This design comes from an exercise in tuning for small area and a short achievable clock period on the open sky130 flow, not from production work.
Where RTL was checked, it was by simulation tests only, not by an equivalence proof against the original.
No activity file was given, so power comes from the tool's default toggle rates.

// output_timing
module output_timing#(
  parameter HFP_WIDTH=8,
  parameter HSW_WIDTH=4,
  parameter HBP_WIDTH=8,
  parameter HACTIVE_WIDTH=16,
  parameter DATA_WIDTH=8,
  parameter VFP_WIDTH=8,
  parameter VSW_WIDTH=4,
  parameter VBP_WIDTH=8,
  parameter VACTIVE_WIDTH=16
)(
  input                       clk,
  input                       rst_n,
  input                       sync_en,
  input                       hpol_i,
  input [HFP_WIDTH-1:0]       hfp_i,
  input [HSW_WIDTH-1:0]       hsw_i,
  input [HBP_WIDTH-1:0]       hbp_i,
  input [HACTIVE_WIDTH-1:0]   hactive_i,
  input [VFP_WIDTH-1:0]       vfp_i,
  input [VSW_WIDTH-1:0]       vsw_i,
  input [VBP_WIDTH-1:0]       vbp_i,
  input [VACTIVE_WIDTH-1:0]   vactive_i,
  input [DATA_WIDTH-1:0]      datar_i,
  input [DATA_WIDTH-1:0]      datag_i,
  input [DATA_WIDTH-1:0]      datab_i,
  output [DATA_WIDTH-1:0]     datar_o,
  output [DATA_WIDTH-1:0]     datag_o,
  output [DATA_WIDTH-1:0]     datab_o,
  output                      hsync_o,
  output                      vsync_o,
  output                      de_o
);
Settings: LEC_CHECK=0, CAP_MARGIN=20, CORE_MARGIN=2, CORE_UTILIZATION=60, SLEW_MARGIN=20; clock period 8.0 ns.
standard.sh (not shown) runs the stock make flow with config.mk's settings and CLKGATE_MAP_FILE= SYNTH_SCRIPT=/design/flow/synth_recipe.tcl, a recipe that flattens the netlist after the stock synthesis.
==> flow/flow/run.sh <==
#!/bin/bash
# Standard ORFS layout, with plain buf_2 cells as the port buffers instead of
# the default delay-buffer cells, and timing repair aiming at 5.2 ns of setup
# slack.  Each tool's log is under orfs/logs/; make's output is in flow_make.log.
set -euo pipefail
bash standard.sh "BUFFER_PORTS_ARGS=-buffer_cell sky130_fd_sc_hd__buf_2" SETUP_SLACK_MARGIN=5.2 finish > flow_make.log 2>&1
The starting point finished clean.
Next try:
==> flow/flow/run.sh (replaced) <==
#!/bin/bash
# Standard ORFS layout, with plain buf_1 cells as the port buffers instead of
# the default delay-buffer cells, and timing repair aiming at 5.5 ns of setup
# slack.  Each tool's log is under orfs/logs/; make's output is in flow_make.log.
set -euo pipefail
bash standard.sh "BUFFER_PORTS_ARGS=-buffer_cell sky130_fd_sc_hd__buf_1" SETUP_SLACK_MARGIN=5.5 finish > flow_make.log 2>&1
--- a/flow/config.mk
+++ b/flow/config.mk
@@ -10 +10 @@
-export CORE_UTILIZATION = 60
+export CORE_UTILIZATION = 65
Outcome: The new run completed with no timing, DRC or antenna violations; cell area is higher by 3.6%; worst hold slack degrades by 0.0097 ns; final cell count is higher by 0.97%; total power is higher by 5.4%; non-clock buffer count is higher by 17; via count is higher by 7.4%; setup slack degrades by 0.094 ns; routed wire length is higher by 17%.
No functional check of the RTL was part of any run of this note.

---

output_timing, a different RTL version from the one above (not shown whole).
Size in the first run: ~710 cells after synthesis, roughly 130 I/O pins.
export LEC_CHECK = 0
export CAP_MARGIN = 20
export CORE_MARGIN = 2
export CORE_UTILIZATION = 65
export GPL_ROUTABILITY_DRIVEN = 0
export SLEW_MARGIN = 20
create_clock -name core_clock -period 8.0 [get_ports {clk}]
==> flow/flow/run.sh <==
#!/bin/bash
# Standard ORFS layout, with plain buf_1 cells as the port buffers instead of
# the default delay-buffer cells, and timing repair aiming at 5.0 ns of setup
# slack.  Each tool's log is under orfs/logs/; make's output is in flow_make.log.
set -euo pipefail
bash standard.sh "BUFFER_PORTS_ARGS=-buffer_cell sky130_fd_sc_hd__buf_1" SETUP_SLACK_MARGIN=5.0 finish > flow_make.log 2>&1
Edit:
==> flow/flow/run.sh (replaced) <==
#!/bin/bash
# Standard ORFS layout, with plain buf_1 cells as the port buffers instead of
# the default delay-buffer cells, and timing repair aiming at 5.1 ns of setup
# slack.  Each tool's log is under orfs/logs/; make's output is in flow_make.log.
set -euo pipefail
bash standard.sh "BUFFER_PORTS_ARGS=-buffer_cell sky130_fd_sc_hd__buf_1" SETUP_SLACK_MARGIN=5.1 finish > flow_make.log 2>&1
Settings changed: CORE_UTILIZATION 65 to 60, GPL_ROUTABILITY_DRIVEN 0 to default.
Synthesized area does not change.
Power grows by 4.5%.
Maximum frequency rose by 0.58%.
Combinational power rose by about 5%.
Via count barely changes.
Global-route usage fell by 1.9 points.
Sequential cell count is unchanged.
Utilization came out lower by 4.2 points.
Wire length climbs by 2.6%.
Clock power increases by 14%.
Clock-buffer cell count decreases by 1.
Edit:
==> flow/flow/run.sh (replaced) <==
#!/bin/bash
# Standard ORFS layout, with plain buf_1 cells as the port buffers instead of
# the default delay-buffer cells, and timing repair aiming at 5.3 ns of setup
# slack.  Each tool's log is under orfs/logs/; make's output is in flow_make.log.
set -euo pipefail
bash standard.sh "BUFFER_PORTS_ARGS=-buffer_cell sky130_fd_sc_hd__buf_1" SETUP_SLACK_MARGIN=5.3 finish > flow_make.log 2>&1
Settings changed: ABC_AREA from default to 1, CORE_UTILIZATION 60 to 65.
Sequential cell count does not change.
Hold slack is worse by 0.0090 ns.
Combinational power grows by 13%.
Via count grows by 32%.
Setup slack stays flat.
First-iteration DRC count grows by about 80%.
Die area grows by 6.5%.
Critical path depth grows by 1.
Global-route usage grows by 3.0 points.
Core utilization grows by 3.8 points.
Routed wire length grows by about 22%.
Edit:
==> flow/flow/run.sh (replaced) <==
#!/bin/bash
# Standard ORFS layout, with plain buf_2 cells as the port buffers instead of
# the default delay-buffer cells, and timing repair aiming at 5.2 ns of setup
# slack.  Each tool's log is under orfs/logs/; make's output is in flow_make.log.
set -euo pipefail
bash standard.sh "BUFFER_PORTS_ARGS=-buffer_cell sky130_fd_sc_hd__buf_2" SETUP_SLACK_MARGIN=5.2 finish > flow_make.log 2>&1
Settings changed: ABC_AREA 1 to default, CORE_UTILIZATION 65 to 60.
Effect: Worst setup slack improves by 0.012 ns. Total power went down by 1.7%. Synthesized cell count went down by about 36%. Synthesized area went down by 14%. Non-clock buffer count went up by 1.
Edit:
==> flow/flow/run.sh (replaced) <==
#!/bin/bash
# Standard ORFS layout, with plain buf_1 cells as the port buffers instead of
# the default delay-buffer cells, and timing repair aiming at 5.5 ns of setup
# slack.  Each tool's log is under orfs/logs/; make's output is in flow_make.log.
set -euo pipefail
bash standard.sh "BUFFER_PORTS_ARGS=-buffer_cell sky130_fd_sc_hd__buf_1" SETUP_SLACK_MARGIN=5.5 finish > flow_make.log 2>&1
Settings changed: CORE_UTILIZATION 60 to 65.
What happened: Routed wire length rises by a quarter to a third. Count of clock-buffer cells in the layout falls by 2. Area after synthesis does not change. Non-clock buffer count rises by 8. Critical path depth rises by 3. Worst hold slack improved by 0.0047 ns. Power rises by a few percent. Sequential share of layout area falls by 0.71 points. Setup slack got worse by 0.0096 ns. Utilization rises by 9.8 points.
Edit:
==> flow/flow/run.sh (replaced) <==
#!/bin/bash
# Standard ORFS layout, with plain buf_1 cells as the port buffers instead of
# the default delay-buffer cells, and timing repair aiming at 5.0 ns of setup
# slack.  Each tool's log is under orfs/logs/; make's output is in flow_make.log.
set -euo pipefail
bash standard.sh "BUFFER_PORTS_ARGS=-buffer_cell sky130_fd_sc_hd__buf_1" SETUP_SLACK_MARGIN=5.0 finish > flow_make.log 2>&1
Settings changed: PLACE_DENSITY from default to 0.7.
Final area went down by 9.4%.
Core utilization decreases by 8.0 points.
Synthesized cell count is unchanged.
Via count fell by 12%.
Routed wire length goes down by 25%.
First-iteration DRC count goes down by 58%.
Total power drops by 7.4%.
Cell count drops by 2.7%.
Non-clock buffer count fell by 26.
Register-to-register slack gets worse by 0.30 ns.
Synthesized area stays the same.

-- port drivers added, routing unchanged --
The flow's constraints put no driver on any port. The routed layouts listed below were extracted and timed again, unchanged, in two steps.
Step 1 assumes that a clkbuf_16 drives the clock port and a buf_2 every other input.
Step 2 adds t to the input delays and takes it off the output delays; t is the mean of the earliest and latest rising clock arrival at the registers after step 1. Input paths then give back, and output paths get back, about the clock's delay inside the block.
Three values: no drivers, after step 1, after step 2; two values: the first two.
run | t (ns) | setup WS [ns] | latest minus earliest clock arrival (ns) | worst slew at a driven data input, ns
the first run of note 1 | 0.558 | 5.140 / 5.139 / 4.581 | 0.008 / 0.009 | 0.05
the second run of note 1 | 0.566 | 5.046 / 5.047 / 4.481 | 0.008 / 0.008 | 0.05
the first run of note 2 | 0.411 | 5.027 / 5.033 / 4.622 | 0.016 / 0.017 | 0.04
the second run of note 2 | 0.406 | 5.045 / 5.039 / 4.633 | 0.017 / 0.016 | 0.06
the third run of note 2 | 0.422 | 5.046 / 5.040 / 4.618 | 0.015 / 0.015 | 0.05
the fourth run of note 2 | 0.398 | 5.059 / 5.051 / 4.653 | 0.010 / 0.010 | 0.07
the fifth run of note 2 | 0.420 | 5.049 / 5.027 / 4.607 | 0.020 / 0.020 | 0.07
the sixth run of note 2 | 0.406 | 5.016 / 5.031 / 4.625 | 0.021 / 0.022 | 0.04
After both steps setup and hold are still met in every run listed. For the second run of note 1, which loses most, drivers alone change the setup slack by +0.001 ns; drivers and shift together by -0.565 ns.
